This design comes from an exercise in tuning for small area and few clock cycles per item on the open sky130 flow, not from production work. Function not checked in this run: the RTL went through the layout flow alone.

--- flow/run.sh ---
#!/bin/bash
# synth_recipe.tcl (not shown) runs the flow's synth.tcl, then flattens the netlist and writes it again
# the make line also repeats each setting of config.mk as NAME=value (left out here)
make -C /OpenROAD-flow-scripts/flow DESIGN_CONFIG=/design/flow/config.mk WORK_HOME=/design/flow/orfs CLKGATE_MAP_FILE= SYNTH_SCRIPT=/design/flow/synth_recipe.tcl finish
--- flow/config.mk ---
export PLATFORM = sky130hd
export DESIGN_NAME = md5_pipe
export DESIGN_NICKNAME = md5_pipe
export VERILOG_FILES = /design/flow/design.v
export SDC_FILE = /design/flow/constraint.sdc
export NUM_CORES = 8
export LEC_CHECK = 0
export CAP_MARGIN = 20
export CORE_MARGIN = 2
export CORE_UTILIZATION = 50
export CTS_BUF_LIST = sky130_fd_sc_hd__clkbuf_16
export CTS_CLUSTER_DIAMETER = 100
export CTS_CLUSTER_SIZE = 24
export GPL_TIMING_DRIVEN = 0
export SLEW_MARGIN = 20
--- flow/constraint.sdc ---
create_clock -name core_clock -period 12.5 [get_ports {clk}]
set_input_delay 2.5000 -clock core_clock [delete_from_list [all_inputs] [get_ports {clk}]]
set_output_delay 2.5000 -clock core_clock [all_outputs]
set_load 0.01 [all_outputs]
--- flow/design.v ---
module md5 (
    input          clk,
    input          rst_n,
    input          in_valid,
    input  [63:0]  msg,
    output         out_valid,
    output [127:0] hash,
    output [63:0]  out_msg
);
wire [31:0] m0_in = {msg[39:32], msg[47:40], msg[55:48], msg[63:56]};
wire [31:0] m1_in = {msg[7:0], msg[15:8], msg[23:16], msg[31:24]};
reg [31:0] s1_b1, s1_x1, s1_m0, s1_m1;
reg [31:0] s2_b3, s2_b2, s2_b1, s2_m0, s2_m1;
reg [31:0] s3_b5, s3_b4, s3_b3, s3_x5, s3_m0, s3_m1;
reg [31:0] s4_b7, s4_b6, s4_b5, s4_x7, s4_m0, s4_m1;
reg [31:0] s5_b9, s5_b8, s5_b7, s5_x9, s5_m0, s5_m1;
reg [31:0] s6_b11, s6_b10, s6_b9, s6_x11, s6_m0, s6_m1;
reg [31:0] s7_b13, s7_b12, s7_b11, s7_x13, s7_m0, s7_m1;
reg [31:0] s8_b15, s8_b14, s8_b13, s8_x15, s8_m0, s8_m1;
reg [31:0] s9_b17, s9_b16, s9_b15, s9_x17, s9_m0, s9_m1;
reg [31:0] s10_b19, s10_b18, s10_b17, s10_x19, s10_m0, s10_m1;
reg [31:0] s11_b21, s11_b20, s11_b19, s11_x21, s11_m0, s11_m1;
reg [31:0] s12_b23, s12_b22, s12_b21, s12_x23, s12_m0, s12_m1;
reg [31:0] s13_b25, s13_b24, s13_b23, s13_x25, s13_m0, s13_m1;
reg [31:0] s14_b27, s14_b26, s14_b25, s14_x27, s14_m0, s14_m1;
reg [31:0] s15_b29, s15_b28, s15_b27, s15_x29, s15_m0, s15_m1;
reg [31:0] s16_b31, s16_b30, s16_b29, s16_x31, s16_m0, s16_m1;
reg [31:0] s17_b33, s17_b32, s17_b31, s17_x33, s17_m0, s17_m1;
reg [31:0] s18_b35, s18_b34, s18_b33, s18_x35, s18_m0, s18_m1;
reg [31:0] s19_b37, s19_b36, s19_b35, s19_x37, s19_m0, s19_m1;
reg [31:0] s20_b39, s20_b38, s20_b37, s20_x39, s20_m0, s20_m1;
reg [31:0] s21_b41, s21_b40, s21_b39, s21_x41, s21_m0, s21_m1;
reg [31:0] s22_b43, s22_b42, s22_b41, s22_x43, s22_m0, s22_m1;
reg [31:0] s23_b45, s23_b44, s23_b43, s23_x45, s23_m0, s23_m1;
reg [31:0] s24_b47, s24_b46, s24_b45, s24_x47, s24_m0, s24_m1;
reg [31:0] s25_b49, s25_b48, s25_b47, s25_x49, s25_m0, s25_m1;
reg [31:0] s26_b51, s26_b50, s26_b49, s26_x51, s26_m0, s26_m1;
reg [31:0] s27_b53, s27_b52, s27_b51, s27_x53, s27_m0, s27_m1;
reg [31:0] s28_b55, s28_b54, s28_b53, s28_x55, s28_m0, s28_m1;
reg [31:0] s29_b57, s29_b56, s29_b55, s29_x57, s29_m0, s29_m1;
reg [31:0] s30_b59, s30_b58, s30_b57, s30_x59, s30_m0, s30_m1;
reg [31:0] s31_b61, s31_b60, s31_b59, s31_x61, s31_m0, s31_m1;
reg [31:0] s32_b63, s32_b62, s32_b61, s32_x63, s32_m0, s32_m1;
reg [32:1] v;
always @(posedge clk) begin
    v <= {v[31:1], in_valid} & {32{rst_n}};
end
wire [31:0] f0 = (32'hefcdab89 & 32'h98badcfe) | (~32'hefcdab89 & 32'h10325476);
wire [31:0] x0 = m0_in + 32'h3eafc779;
wire [31:0] t0 = add32(x0, f0);
wire [31:0] b1 = 32'hefcdab89 + {t0[24:0], t0[31:25]};
wire [31:0] px1 = m1_in + 32'hf8fa0bcc;
always @(posedge clk) begin
    s1_b1 <= b1;
    s1_x1 <= px1;
    s1_m0 <= m0_in;
    s1_m1 <= m1_in;
end
wire [31:0] f1 = (s1_b1 & 32'hefcdab89) | (~s1_b1 & 32'h98badcfe);
wire [31:0] t1 = add32(s1_x1, f1);
wire [31:0] b2 = add32(s1_b1, {t1[19:0], t1[31:20]});
wire [31:0] f2 = (b2 & s1_b1) | (~b2 & 32'hefcdab89);
wire [31:0] t2 = 32'hbcdb4e59 + f2;
wire [31:0] b3 = add32(b2, {t2[14:0], t2[31:15]});
always @(posedge clk) begin
    s2_b3 <= b3;
    s2_b2 <= b2;
    s2_b1 <= s1_b1;
    s2_m0 <= s1_m0;
    s2_m1 <= s1_m1;
end
wire [31:0] f3 = (s2_b3 & s2_b2) | (~s2_b3 & s2_b1);
wire [31:0] t3 = 32'hb18b7a77 + f3;
wire [31:0] b4 = add32(s2_b3, {t3[9:0], t3[31:10]});
wire [31:0] f4 = (b4 & s2_b3) | (~b4 & s2_b2);
wire [31:0] x4 = s2_b1 + 32'hf57c0faf;
wire [31:0] t4 = add32(x4, f4);
wire [31:0] b5 = add32(b4, {t4[24:0], t4[31:25]});
wire [31:0] px5 = s2_b2 + 32'h4787c62a;
always @(posedge clk) begin
    s3_b5 <= b5;
    s3_b4 <= b4;
    s3_b3 <= s2_b3;
    s3_x5 <= px5;
    s3_m0 <= s2_m0;
    s3_m1 <= s2_m1;
end
wire [31:0] f5 = (s3_b5 & s3_b4) | (~s3_b5 & s3_b3);
wire [31:0] t5 = add32(s3_x5, f5);
wire [31:0] b6 = add32(s3_b5, {t5[19:0], t5[31:20]});
wire [31:0] f6 = (b6 & s3_b5) | (~b6 & s3_b4);
wire [31:0] x6 = s3_b3 + 32'ha8304613;
wire [31:0] t6 = add32(x6, f6);
wire [31:0] b7 = add32(b6, {t6[14:0], t6[31:15]});
wire [31:0] px7 = s3_b4 + 32'hfd469501;
always @(posedge clk) begin
    s4_b7 <= b7;
    s4_b6 <= b6;
    s4_b5 <= s3_b5;
    s4_x7 <= px7;
    s4_m0 <= s3_m0;
    s4_m1 <= s3_m1;
end
wire [31:0] f7 = (s4_b7 & s4_b6) | (~s4_b7 & s4_b5);
wire [31:0] t7 = add32(s4_x7, f7);
wire [31:0] b8 = add32(s4_b7, {t7[9:0], t7[31:10]});
wire [31:0] f8 = (b8 & s4_b7) | (~b8 & s4_b6);
wire [31:0] x8 = s4_b5 + 32'h698098d8;
wire [31:0] t8 = add32(x8, f8);
wire [31:0] b9 = add32(b8, {t8[24:0], t8[31:25]});
wire [31:0] px9 = s4_b6 + 32'h8b44f7af;
always @(posedge clk) begin
    s5_b9 <= b9;
    s5_b8 <= b8;
    s5_b7 <= s4_b7;
    s5_x9 <= px9;
    s5_m0 <= s4_m0;
    s5_m1 <= s4_m1;
end
wire [31:0] f9 = (s5_b9 & s5_b8) | (~s5_b9 & s5_b7);
wire [31:0] t9 = add32(s5_x9, f9);
wire [31:0] b10 = add32(s5_b9, {t9[19:0], t9[31:20]});
wire [31:0] f10 = (b10 & s5_b9) | (~b10 & s5_b8);
wire [31:0] x10 = s5_b7 + 32'hffff5bb1;
wire [31:0] t10 = add32(x10, f10);
wire [31:0] b11 = add32(b10, {t10[14:0], t10[31:15]});
wire [31:0] px11 = s5_b8 + 32'h895cd7be;
always @(posedge clk) begin
    s6_b11 <= b11;
    s6_b10 <= b10;
    s6_b9 <= s5_b9;
    s6_x11 <= px11;
    s6_m0 <= s5_m0;
    s6_m1 <= s5_m1;
end
wire [31:0] f11 = (s6_b11 & s6_b10) | (~s6_b11 & s6_b9);
wire [31:0] t11 = add32(s6_x11, f11);
wire [31:0] b12 = add32(s6_b11, {t11[9:0], t11[31:10]});
wire [31:0] f12 = (b12 & s6_b11) | (~b12 & s6_b10);
wire [31:0] x12 = s6_b9 + 32'h6b901122;
wire [31:0] t12 = add32(x12, f12);
wire [31:0] b13 = add32(b12, {t12[24:0], t12[31:25]});
wire [31:0] px13 = s6_b10 + 32'hfd987193;
always @(posedge clk) begin
    s7_b13 <= b13;
    s7_b12 <= b12;
    s7_b11 <= s6_b11;
    s7_x13 <= px13;
    s7_m0 <= s6_m0;
    s7_m1 <= s6_m1;
end
wire [31:0] f13 = (s7_b13 & s7_b12) | (~s7_b13 & s7_b11);
wire [31:0] t13 = add32(s7_x13, f13);
wire [31:0] b14 = add32(s7_b13, {t13[19:0], t13[31:20]});
wire [31:0] f14 = (b14 & s7_b13) | (~b14 & s7_b12);
wire [31:0] x14 = s7_b11 + 32'ha67943ce;
wire [31:0] t14 = add32(x14, f14);
wire [31:0] b15 = add32(b14, {t14[14:0], t14[31:15]});
wire [31:0] px15 = s7_b12 + 32'h49b40821;
always @(posedge clk) begin
    s8_b15 <= b15;
    s8_b14 <= b14;
    s8_b13 <= s7_b13;
    s8_x15 <= px15;
    s8_m0 <= s7_m0;
    s8_m1 <= s7_m1;
end
wire [31:0] f15 = (s8_b15 & s8_b14) | (~s8_b15 & s8_b13);
wire [31:0] t15 = add32(s8_x15, f15);
wire [31:0] b16 = add32(s8_b15, {t15[9:0], t15[31:10]});
wire [31:0] f16 = (s8_b14 & b16) | (s8_b15 & ~s8_b14);
wire [31:0] x16 = s8_b13 + 32'hf61e2562 + s8_m1;
wire [31:0] t16 = add32(x16, f16);
wire [31:0] b17 = add32(b16, {t16[26:0], t16[31:27]});
wire [31:0] px17 = s8_b14 + 32'hc040b340;
always @(posedge clk) begin
    s9_b17 <= b17;
    s9_b16 <= b16;
    s9_b15 <= s8_b15;
    s9_x17 <= px17;
    s9_m0 <= s8_m0;
    s9_m1 <= s8_m1;
end
wire [31:0] f17 = (s9_b15 & s9_b17) | (s9_b16 & ~s9_b15);
wire [31:0] t17 = add32(s9_x17, f17);
wire [31:0] b18 = add32(s9_b17, {t17[22:0], t17[31:23]});
wire [31:0] f18 = (s9_b16 & b18) | (s9_b17 & ~s9_b16);
wire [31:0] x18 = s9_b15 + 32'h265e5a51;
wire [31:0] t18 = add32(x18, f18);
wire [31:0] b19 = add32(b18, {t18[17:0], t18[31:18]});
wire [31:0] px19 = s9_b16 + 32'he9b6c7aa + s9_m0;
always @(posedge clk) begin
    s10_b19 <= b19;
    s10_b18 <= b18;
    s10_b17 <= s9_b17;
    s10_x19 <= px19;
    s10_m0 <= s9_m0;
    s10_m1 <= s9_m1;
end
wire [31:0] f19 = (s10_b17 & s10_b19) | (s10_b18 & ~s10_b17);
wire [31:0] t19 = add32(s10_x19, f19);
wire [31:0] b20 = add32(s10_b19, {t19[11:0], t19[31:12]});
wire [31:0] f20 = (s10_b18 & b20) | (s10_b19 & ~s10_b18);
wire [31:0] x20 = s10_b17 + 32'hd62f105d;
wire [31:0] t20 = add32(x20, f20);
wire [31:0] b21 = add32(b20, {t20[26:0], t20[31:27]});
wire [31:0] px21 = s10_b18 + 32'h02441453;
always @(posedge clk) begin
    s11_b21 <= b21;
    s11_b20 <= b20;
    s11_b19 <= s10_b19;
    s11_x21 <= px21;
    s11_m0 <= s10_m0;
    s11_m1 <= s10_m1;
end
wire [31:0] f21 = (s11_b19 & s11_b21) | (s11_b20 & ~s11_b19);
wire [31:0] t21 = add32(s11_x21, f21);
wire [31:0] b22 = add32(s11_b21, {t21[22:0], t21[31:23]});
wire [31:0] f22 = (s11_b20 & b22) | (s11_b21 & ~s11_b20);
wire [31:0] x22 = s11_b19 + 32'hd8a1e681;
wire [31:0] t22 = add32(x22, f22);
wire [31:0] b23 = add32(b22, {t22[17:0], t22[31:18]});
wire [31:0] px23 = s11_b20 + 32'he7d3fbc8;
always @(posedge clk) begin
    s12_b23 <= b23;
    s12_b22 <= b22;
    s12_b21 <= s11_b21;
    s12_x23 <= px23;
    s12_m0 <= s11_m0;
    s12_m1 <= s11_m1;
end
wire [31:0] f23 = (s12_b21 & s12_b23) | (s12_b22 & ~s12_b21);
wire [31:0] t23 = add32(s12_x23, f23);
wire [31:0] b24 = add32(s12_b23, {t23[11:0], t23[31:12]});
wire [31:0] f24 = (s12_b22 & b24) | (s12_b23 & ~s12_b22);
wire [31:0] x24 = s12_b21 + 32'h21e1cde6;
wire [31:0] t24 = add32(x24, f24);
wire [31:0] b25 = add32(b24, {t24[26:0], t24[31:27]});
wire [31:0] px25 = s12_b22 + 32'hc3370816;
always @(posedge clk) begin
    s13_b25 <= b25;
    s13_b24 <= b24;
    s13_b23 <= s12_b23;
    s13_x25 <= px25;
    s13_m0 <= s12_m0;
    s13_m1 <= s12_m1;
end
wire [31:0] f25 = (s13_b23 & s13_b25) | (s13_b24 & ~s13_b23);
wire [31:0] t25 = add32(s13_x25, f25);
wire [31:0] b26 = add32(s13_b25, {t25[22:0], t25[31:23]});
wire [31:0] f26 = (s13_b24 & b26) | (s13_b25 & ~s13_b24);
wire [31:0] x26 = s13_b23 + 32'hf4d50d87;
wire [31:0] t26 = add32(x26, f26);
wire [31:0] b27 = add32(b26, {t26[17:0], t26[31:18]});
wire [31:0] px27 = s13_b24 + 32'h455a14ed;
always @(posedge clk) begin
    s14_b27 <= b27;
    s14_b26 <= b26;
    s14_b25 <= s13_b25;
    s14_x27 <= px27;
    s14_m0 <= s13_m0;
    s14_m1 <= s13_m1;
end
wire [31:0] f27 = (s14_b25 & s14_b27) | (s14_b26 & ~s14_b25);
wire [31:0] t27 = add32(s14_x27, f27);
wire [31:0] b28 = add32(s14_b27, {t27[11:0], t27[31:12]});
wire [31:0] f28 = (s14_b26 & b28) | (s14_b27 & ~s14_b26);
wire [31:0] x28 = s14_b25 + 32'ha9e3e905;
wire [31:0] t28 = add32(x28, f28);
wire [31:0] b29 = add32(b28, {t28[26:0], t28[31:27]});
wire [31:0] px29 = s14_b26 + 32'hfcefa478;
always @(posedge clk) begin
    s15_b29 <= b29;
    s15_b28 <= b28;
    s15_b27 <= s14_b27;
    s15_x29 <= px29;
    s15_m0 <= s14_m0;
    s15_m1 <= s14_m1;
end
wire [31:0] f29 = (s15_b27 & s15_b29) | (s15_b28 & ~s15_b27);
wire [31:0] t29 = add32(s15_x29, f29);
wire [31:0] b30 = add32(s15_b29, {t29[22:0], t29[31:23]});
wire [31:0] f30 = (s15_b28 & b30) | (s15_b29 & ~s15_b28);
wire [31:0] x30 = s15_b27 + 32'h676f02d9;
wire [31:0] t30 = add32(x30, f30);
wire [31:0] b31 = add32(b30, {t30[17:0], t30[31:18]});
wire [31:0] px31 = s15_b28 + 32'h8d2a4c8a;
always @(posedge clk) begin
    s16_b31 <= b31;
    s16_b30 <= b30;
    s16_b29 <= s15_b29;
    s16_x31 <= px31;
    s16_m0 <= s15_m0;
    s16_m1 <= s15_m1;
end
wire [31:0] f31 = (s16_b29 & s16_b31) | (s16_b30 & ~s16_b29);
wire [31:0] t31 = add32(s16_x31, f31);
wire [31:0] b32 = add32(s16_b31, {t31[11:0], t31[31:12]});
wire [31:0] f32 = b32 ^ s16_b31 ^ s16_b30;
wire [31:0] x32 = s16_b29 + 32'hfffa3942;
wire [31:0] t32 = add32(x32, f32);
wire [31:0] b33 = add32(b32, {t32[27:0], t32[31:28]});
wire [31:0] px33 = s16_b30 + 32'h8771f681;
always @(posedge clk) begin
    s17_b33 <= b33;
    s17_b32 <= b32;
    s17_b31 <= s16_b31;
    s17_x33 <= px33;
    s17_m0 <= s16_m0;
    s17_m1 <= s16_m1;
end
wire [31:0] f33 = s17_b33 ^ s17_b32 ^ s17_b31;
wire [31:0] t33 = add32(s17_x33, f33);
wire [31:0] b34 = add32(s17_b33, {t33[20:0], t33[31:21]});
wire [31:0] f34 = b34 ^ s17_b33 ^ s17_b32;
wire [31:0] x34 = s17_b31 + 32'h6d9d6122;
wire [31:0] t34 = add32(x34, f34);
wire [31:0] b35 = add32(b34, {t34[15:0], t34[31:16]});
wire [31:0] px35 = s17_b32 + 32'hfde5384c;
always @(posedge clk) begin
    s18_b35 <= b35;
    s18_b34 <= b34;
    s18_b33 <= s17_b33;
    s18_x35 <= px35;
    s18_m0 <= s17_m0;
    s18_m1 <= s17_m1;
end
wire [31:0] f35 = s18_b35 ^ s18_b34 ^ s18_b33;
wire [31:0] t35 = add32(s18_x35, f35);
wire [31:0] b36 = add32(s18_b35, {t35[8:0], t35[31:9]});
wire [31:0] f36 = b36 ^ s18_b35 ^ s18_b34;
wire [31:0] x36 = s18_b33 + 32'ha4beea44 + s18_m1;
wire [31:0] t36 = add32(x36, f36);
wire [31:0] b37 = add32(b36, {t36[27:0], t36[31:28]});
wire [31:0] px37 = s18_b34 + 32'h4bdecfa9;
always @(posedge clk) begin
    s19_b37 <= b37;
    s19_b36 <= b36;
    s19_b35 <= s18_b35;
    s19_x37 <= px37;
    s19_m0 <= s18_m0;
    s19_m1 <= s18_m1;
end
wire [31:0] f37 = s19_b37 ^ s19_b36 ^ s19_b35;
wire [31:0] t37 = add32(s19_x37, f37);
wire [31:0] b38 = add32(s19_b37, {t37[20:0], t37[31:21]});
wire [31:0] f38 = b38 ^ s19_b37 ^ s19_b36;
wire [31:0] x38 = s19_b35 + 32'hf6bb4b60;
wire [31:0] t38 = add32(x38, f38);
wire [31:0] b39 = add32(b38, {t38[15:0], t38[31:16]});
wire [31:0] px39 = s19_b36 + 32'hbebfbc70;
always @(posedge clk) begin
    s20_b39 <= b39;
    s20_b38 <= b38;
    s20_b37 <= s19_b37;
    s20_x39 <= px39;
    s20_m0 <= s19_m0;
    s20_m1 <= s19_m1;
end
wire [31:0] f39 = s20_b39 ^ s20_b38 ^ s20_b37;
wire [31:0] t39 = add32(s20_x39, f39);
wire [31:0] b40 = add32(s20_b39, {t39[8:0], t39[31:9]});
wire [31:0] f40 = b40 ^ s20_b39 ^ s20_b38;
wire [31:0] x40 = s20_b37 + 32'h289b7ec6;
wire [31:0] t40 = add32(x40, f40);
wire [31:0] b41 = add32(b40, {t40[27:0], t40[31:28]});
wire [31:0] px41 = s20_b38 + 32'heaa127fa + s20_m0;
always @(posedge clk) begin
    s21_b41 <= b41;
    s21_b40 <= b40;
    s21_b39 <= s20_b39;
    s21_x41 <= px41;
    s21_m0 <= s20_m0;
    s21_m1 <= s20_m1;
end
wire [31:0] f41 = s21_b41 ^ s21_b40 ^ s21_b39;
wire [31:0] t41 = add32(s21_x41, f41);
wire [31:0] b42 = add32(s21_b41, {t41[20:0], t41[31:21]});
wire [31:0] f42 = b42 ^ s21_b41 ^ s21_b40;
wire [31:0] x42 = s21_b39 + 32'hd4ef3085;
wire [31:0] t42 = add32(x42, f42);
wire [31:0] b43 = add32(b42, {t42[15:0], t42[31:16]});
wire [31:0] px43 = s21_b40 + 32'h04881d05;
always @(posedge clk) begin
    s22_b43 <= b43;
    s22_b42 <= b42;
    s22_b41 <= s21_b41;
    s22_x43 <= px43;
    s22_m0 <= s21_m0;
    s22_m1 <= s21_m1;
end
wire [31:0] f43 = s22_b43 ^ s22_b42 ^ s22_b41;
wire [31:0] t43 = add32(s22_x43, f43);
wire [31:0] b44 = add32(s22_b43, {t43[8:0], t43[31:9]});
wire [31:0] f44 = b44 ^ s22_b43 ^ s22_b42;
wire [31:0] x44 = s22_b41 + 32'hd9d4d039;
wire [31:0] t44 = add32(x44, f44);
wire [31:0] b45 = add32(b44, {t44[27:0], t44[31:28]});
wire [31:0] px45 = s22_b42 + 32'he6db99e5;
always @(posedge clk) begin
    s23_b45 <= b45;
    s23_b44 <= b44;
    s23_b43 <= s22_b43;
    s23_x45 <= px45;
    s23_m0 <= s22_m0;
    s23_m1 <= s22_m1;
end
wire [31:0] f45 = s23_b45 ^ s23_b44 ^ s23_b43;
wire [31:0] t45 = add32(s23_x45, f45);
wire [31:0] b46 = add32(s23_b45, {t45[20:0], t45[31:21]});
wire [31:0] f46 = b46 ^ s23_b45 ^ s23_b44;
wire [31:0] x46 = s23_b43 + 32'h1fa27cf8;
wire [31:0] t46 = add32(x46, f46);
wire [31:0] b47 = add32(b46, {t46[15:0], t46[31:16]});
wire [31:0] px47 = s23_b44 + 32'hc4ac56e5;
always @(posedge clk) begin
    s24_b47 <= b47;
    s24_b46 <= b46;
    s24_b45 <= s23_b45;
    s24_x47 <= px47;
    s24_m0 <= s23_m0;
    s24_m1 <= s23_m1;
end
wire [31:0] f47 = s24_b47 ^ s24_b46 ^ s24_b45;
wire [31:0] t47 = add32(s24_x47, f47);
wire [31:0] b48 = add32(s24_b47, {t47[8:0], t47[31:9]});
wire [31:0] f48 = s24_b47 ^ (b48 | ~s24_b46);
wire [31:0] x48 = s24_b45 + 32'hf4292244 + s24_m0;
wire [31:0] t48 = add32(x48, f48);
wire [31:0] b49 = add32(b48, {t48[25:0], t48[31:26]});
wire [31:0] px49 = s24_b46 + 32'h432aff97;
always @(posedge clk) begin
    s25_b49 <= b49;
    s25_b48 <= b48;
    s25_b47 <= s24_b47;
    s25_x49 <= px49;
    s25_m0 <= s24_m0;
    s25_m1 <= s24_m1;
end
wire [31:0] f49 = s25_b48 ^ (s25_b49 | ~s25_b47);
wire [31:0] t49 = add32(s25_x49, f49);
wire [31:0] b50 = add32(s25_b49, {t49[21:0], t49[31:22]});
wire [31:0] f50 = s25_b49 ^ (b50 | ~s25_b48);
wire [31:0] x50 = s25_b47 + 32'hab9423e7;
wire [31:0] t50 = add32(x50, f50);
wire [31:0] b51 = add32(b50, {t50[16:0], t50[31:17]});
wire [31:0] px51 = s25_b48 + 32'hfc93a039;
always @(posedge clk) begin
    s26_b51 <= b51;
    s26_b50 <= b50;
    s26_b49 <= s25_b49;
    s26_x51 <= px51;
    s26_m0 <= s25_m0;
    s26_m1 <= s25_m1;
end
wire [31:0] f51 = s26_b50 ^ (s26_b51 | ~s26_b49);
wire [31:0] t51 = add32(s26_x51, f51);
wire [31:0] b52 = add32(s26_b51, {t51[10:0], t51[31:11]});
wire [31:0] f52 = s26_b51 ^ (b52 | ~s26_b50);
wire [31:0] x52 = s26_b49 + 32'h655b59c3;
wire [31:0] t52 = add32(x52, f52);
wire [31:0] b53 = add32(b52, {t52[25:0], t52[31:26]});
wire [31:0] px53 = s26_b50 + 32'h8f0ccc92;
always @(posedge clk) begin
    s27_b53 <= b53;
    s27_b52 <= b52;
    s27_b51 <= s26_b51;
    s27_x53 <= px53;
    s27_m0 <= s26_m0;
    s27_m1 <= s26_m1;
end
wire [31:0] f53 = s27_b52 ^ (s27_b53 | ~s27_b51);
wire [31:0] t53 = add32(s27_x53, f53);
wire [31:0] b54 = add32(s27_b53, {t53[21:0], t53[31:22]});
wire [31:0] f54 = s27_b53 ^ (b54 | ~s27_b52);
wire [31:0] x54 = s27_b51 + 32'hffeff47d;
wire [31:0] t54 = add32(x54, f54);
wire [31:0] b55 = add32(b54, {t54[16:0], t54[31:17]});
wire [31:0] px55 = s27_b52 + 32'h85845dd1 + s27_m1;
always @(posedge clk) begin
    s28_b55 <= b55;
    s28_b54 <= b54;
    s28_b53 <= s27_b53;
    s28_x55 <= px55;
    s28_m0 <= s27_m0;
    s28_m1 <= s27_m1;
end
wire [31:0] f55 = s28_b54 ^ (s28_b55 | ~s28_b53);
wire [31:0] t55 = add32(s28_x55, f55);
wire [31:0] b56 = add32(s28_b55, {t55[10:0], t55[31:11]});
wire [31:0] f56 = s28_b55 ^ (b56 | ~s28_b54);
wire [31:0] x56 = s28_b53 + 32'h6fa87e4f;
wire [31:0] t56 = add32(x56, f56);
wire [31:0] b57 = add32(b56, {t56[25:0], t56[31:26]});
wire [31:0] px57 = s28_b54 + 32'hfe2ce6e0;
always @(posedge clk) begin
    s29_b57 <= b57;
    s29_b56 <= b56;
    s29_b55 <= s28_b55;
    s29_x57 <= px57;
    s29_m0 <= s28_m0;
    s29_m1 <= s28_m1;
end
wire [31:0] f57 = s29_b56 ^ (s29_b57 | ~s29_b55);
wire [31:0] t57 = add32(s29_x57, f57);
wire [31:0] b58 = add32(s29_b57, {t57[21:0], t57[31:22]});
wire [31:0] f58 = s29_b57 ^ (b58 | ~s29_b56);
wire [31:0] x58 = s29_b55 + 32'ha3014314;
wire [31:0] t58 = add32(x58, f58);
wire [31:0] b59 = add32(b58, {t58[16:0], t58[31:17]});
wire [31:0] px59 = s29_b56 + 32'h4e0811a1;
always @(posedge clk) begin
    s30_b59 <= b59;
    s30_b58 <= b58;
    s30_b57 <= s29_b57;
    s30_x59 <= px59;
    s30_m0 <= s29_m0;
    s30_m1 <= s29_m1;
end
wire [31:0] f59 = s30_b58 ^ (s30_b59 | ~s30_b57);
wire [31:0] t59 = add32(s30_x59, f59);
wire [31:0] b60 = add32(s30_b59, {t59[10:0], t59[31:11]});
wire [31:0] f60 = s30_b59 ^ (b60 | ~s30_b58);
wire [31:0] x60 = s30_b57 + 32'hf7537e82;
wire [31:0] t60 = add32(x60, f60);
wire [31:0] b61 = add32(b60, {t60[25:0], t60[31:26]});
wire [31:0] px61 = s30_b58 + 32'hbd3af235;
always @(posedge clk) begin
    s31_b61 <= b61;
    s31_b60 <= b60;
    s31_b59 <= s30_b59;
    s31_x61 <= px61;
    s31_m0 <= s30_m0;
    s31_m1 <= s30_m1;
end
wire [31:0] f61 = s31_b60 ^ (s31_b61 | ~s31_b59);
wire [31:0] t61 = add32(s31_x61, f61);
wire [31:0] b62 = add32(s31_b61, {t61[21:0], t61[31:22]});
wire [31:0] f62 = s31_b61 ^ (b62 | ~s31_b60);
wire [31:0] x62 = s31_b59 + 32'h2ad7d33b;
wire [31:0] t62 = add32(x62, f62);
wire [31:0] b63 = add32(b62, {t62[16:0], t62[31:17]});
wire [31:0] px63 = s31_b60 + 32'heb86d391;
always @(posedge clk) begin
    s32_b63 <= b63;
    s32_b62 <= b62;
    s32_b61 <= s31_b61;
    s32_x63 <= px63;
    s32_m0 <= s31_m0;
    s32_m1 <= s31_m1;
end
wire [31:0] f63 = s32_b62 ^ (s32_b63 | ~s32_b61);
wire [31:0] t63 = add32(s32_x63, f63);
wire [31:0] b64 = add32(s32_b63, {t63[10:0], t63[31:11]});
wire [31:0] ha = s32_b61 + 32'h67452301;
wire [31:0] hb = b64 + 32'hefcdab89;
wire [31:0] hc = s32_b63 + 32'h98badcfe;
wire [31:0] hd = s32_b62 + 32'h10325476;
assign hash = {{ha[7:0], ha[15:8], ha[23:16], ha[31:24]}, {hb[7:0], hb[15:8], hb[23:16], hb[31:24]}, {hc[7:0], hc[15:8], hc[23:16], hc[31:24]}, {hd[7:0], hd[15:8], hd[23:16], hd[31:24]}};
assign out_msg = {{s32_m0[7:0], s32_m0[15:8], s32_m0[23:16], s32_m0[31:24]}, {s32_m1[7:0], s32_m1[15:8], s32_m1[23:16], s32_m1[31:24]}};
assign out_valid = v[32];
function [31:0] add32;    
    input [31:0] a, b;
    reg [31:0] g, p, gn, pn;
    integer l, i, j;
    begin
        g = a & b; p = a ^ b;
        for (l = 0; l < 5; l = l + 1) begin
            gn = g; pn = p;
            for (i = 0; i < 32; i = i + 1)
                if ((i >> l) & 1) begin
                    j = ((i >> l) << l) - 1;
                    gn[i] = g[i] | (p[i] & g[j]);
                    pn[i] = p[i] & p[j];
                end
            g = gn; p = pn;
        end
        add32 = a ^ b ^ {g[30:0], 1'b0};
    end
endfunction
endmodule
module md5_pipe (
    input          clk,
    input          rst_n,       
    input          in_valid,
    output         in_ready,
    input  [63:0]  msg,         
    output         out_valid,
    output [127:0] hash,        
    output [63:0]  out_msg      
);
assign in_ready = 1'b1;
md5 core (
    .clk      (clk),
    .rst_n    (rst_n),
    .in_valid (in_valid),
    .msg      (msg),
    .out_valid(out_valid),
    .hash     (hash),
    .out_msg  (out_msg)
);
endmodule
==> notes.md <==
## worst paths after layout
check                        from                to  slack [ps]
setup reg to reg   core.s9_b15[0]  core.s10_b19[31]         170
hold / removal    core.s26_m1[23]   core.s27_m1[23]         290
setup / recovery   core.s9_b15[0]  core.s10_b19[31]         170
hold reg to reg   core.s26_m1[23]   core.s27_m1[23]         290
## cell type report
| class | instances | share of cell area, % |
|---|---|---|
| Multi-Input combinational cell | 25590 | 57.73 |
| Sequential cell | 6078 | 33.41 |
| Tap cell | 8909 | 3.059 |
| Clock buffer | 323 | 2.218 |
| Inverter | 1901 | 1.958 |
| Timing Repair Buffer | 420 | 1.046 |
| Clock inverter | 103 | 0.3701 |
| Antenna cell | 175 | 0.1202 |
| Buffer | 77 | 0.08756 |
## layer usage
metal	wire, um	vias to the layer above
met2	510600	6735
li1	-	117700
met4	48540	38
met1	510600	118600
met5	215	-
met3	66890	1424
## logic make-up (layout without fill, tap and decap cells)
logic type | count (synthesis) | count (layout) | synth area share, %
compound gates | 6106 | 6106 | 12.02
buf+inv | 1981 | 2824 | 2.235
other cells | 1 | 176 | 0.001123
xor+xnor | 5952 | 5952 | 15.65
mux | 857 | 857 | 2.846
flops | 6078 | 6078 | 36.43
fa+ha+maj | 4779 | 4779 | 19.31
simple gates | 7892 | 7892 | 11.52
## critical path, delay by kind of cell, from the launching register on
family / cells / cell delay [ps]
adder cells (fa/ha/maj): 7 / 2110
AND/OR/NAND/NOR: 7 / 1640
flip-flops: 1 / 360
AO/OA/AOI/OAI: 34 / 7120
buffers and inverters: 4 / 310
XOR/XNOR: 2 / 370
multiplexers: 1 / 310
## cells in the final DEF (no fill, tap or decap), drive strengths merged, types with 392 or more instances in the layout
cell type	synthesis	final
dfxtp	6078	6078
ha	4151	4151
xnor2	4095	4095
nor2	2518	2518
inv	1901	1950
xor2	1847	1847
a21oi	1650	1650
nand2	1376	1376
o21ai	1082	1082
a21o	975	975
nor2b	840	840
nor3	793	793
mux2	743	743
o21a	648	648
fa	626	626
nand3	514	514
nand2b	476	476
clkbuf	72	392
## what timing repair did
action	CTS	global route
buffers inserted	38	117
pin swaps	58	219
hold endpoints to repair	0	0
gates resized for setup	441	633
endpoints found under the setup margin	366	312
gates cloned	0	0
## through the flow
| step | setup WS, ps | std cells | area [um^2] |
|---|---|---|---|
| 6_report | 165.7 | 43570 | 364400 |
| 5_1_grt | -155.5 | 43530 | 364300 |
| 4_1_cts | 1.242 | 43280 | 359900 |
| 3_5_place_dp | -3152 | 42820 | 347900 |
| 3_3_place_gp | -3085 | 42810 | 347800 |
| 2_1_floorplan | 415.4 | 33650 | 334000 |
==> metrics.csv <==
stage;metric;value;unit
global_routing;antenna_found_initial;116;
drt;drc;0;
logic_synthesis;ys_async_sr_fraction;0;%
drt;drt_wl_total;1137000;um
global_routing;use_met3;3.767;%
clock_network;clk_pin_slew;90;ps
clock_network;cts.sink_count;6078;
logic_synthesis;synthTopCellsByCount;6078 x dfxtp_1, 4151 x ha_1, 4094 x xnor2_1;
sta;tns;0;ps
drt;drtAntennaViolNets;0;
sta;period_share;98.67;%
placed_design;hpwlAfterDp;976200;um
sta;whs;293.7;ps
outcome;status;no timing/DRC/antenna violations;
layout;final_util;54.66;%
critical_path;path_class;flop to flop;
drt;num_vias;244500;
critical_path;startpoint_type;flop;
sta;min_period;12330;ps
critical_path;r2r_cells;55;
logic_synthesis;avgSynthCellArea;9.928;um^2
die;die_h;821.4;um
clock_network;cts_hold_buf;0;
logic_synthesis;synth.distinct_cells;104;
logic_synthesis;netlist_instances;33650;
global_routing;use_met1;44.61;%
logic_synthesis;synth-seq-cells;6078;
logic_synthesis;ys_warn_count;1;
drt;vias_per_cell;5.611;
layout;seq_area;121800;um^2
sta;clock.fmax;0.08107;GHz
global_routing;grt.busiest_layer;met2;
die;core_area;666600;um^2
global_routing;grt_overflow;0;
logic_synthesis;synth_most_common_cell;dfxtp_1;
global_routing;use_met2;52.64;%
sta;drv_slew;0;
drt;wire_per_inst;26.09;um
logic_synthesis;syn_area;334000;um^2
placed_design;gp_congestion;0.9940;
logic_synthesis;ys_seq_area_share;36.43;%
critical_path;crit_arrival;13280;ps
die;placementRows;300;
sta;finalHoldViolations;0;
sta;max_slew_margin;25.41;%
hold_path;hold_class;flop to flop;
clock_network;clock_path_buffers;4;
drt;dr.pass1.iters;7;
layout;fillers;59920;
die;die-area;674600;um^2
critical_path;max_stage_delay;540;ps
critical_path;crit_fanout;4;
die;start_util;50.11;%
global_routing;grt_pass1_wl;1609000;um
clock_network;cts_tree;done;
layout;multiInputGateArea;210400;um^2
layout;final_nets;39230;
logic_synthesis;synth_ff_type;dfxtp_1;
layout;drive_gt1_share;6.875;%
logic_synthesis;synth_top_area_share;36.43;%
clock_network;cts-root-buf;clkbuf_16;
flow_run;cap_viol_max_count;0;
critical_path;cpMaxStageDelayCell;or4_4;
placed_design;numPortBuffers;259;
sta;tightestPinTransition;1111;ps
global_routing;grt_max_degree;25;
die;io_pins;261;
logic_synthesis;yosysTopAreaCell;dfxtp_1;
drt;drt_iter0_drc;19850;
logic_synthesis;synth.top_cells.by_area;dfxtp_1 36%, ha_1 16%, xnor2_1 11%;
logic_synthesis;synth_edf_count;0;
critical_path;worstPathRequired;13440;ps
logic_synthesis;syn-num-nets;38490;
die;fp.dieW;821.4;um
global_routing;grt_pass1_vias;234500;
sta;rsz0062_at_grt;true;
sta;fin_skew;69.14;ps
clock_network;htree_levels;5;
clock_network;cts_buffers;317;
layout;syn_to_final_growth;9.086;%
clock_network;worstSkewPairLatency;1070;ps
hold_path;min_path_cells;0;
sta;setup_viol;0;
critical_path;critPathCaptureType;flop;
global_routing;grt_util_all_layers;32.43;%

-- separate check: timing with driven ports --
How much do the figures lean on ideal ports? The routed layout below was timed once more, with nothing changed but the port constraints. Step 1: set_driving_cell puts a clkbuf_16 on clk and a buf_2 on each other input, an assumption about the parent block. Step 2 times the ports against the registers' clock, not the clock port: input delays grow and output delays shrink by t, the midpoint of the rising clock arrivals with the driver on. Three values: ideal ports, drivers, drivers and shift; two values: the first two.
t, ns: 1.179
setup WS [ns]: 0.166 / 0.166 / 0.166
slew at the worst register clock pin (ns): 0.11 / 0.11
pins driven straight from the clock port: 1
After both steps this run still meets setup and hold. For this run, drivers alone change the setup slack by 0.000 ns; drivers and shift together by 0.000 ns.
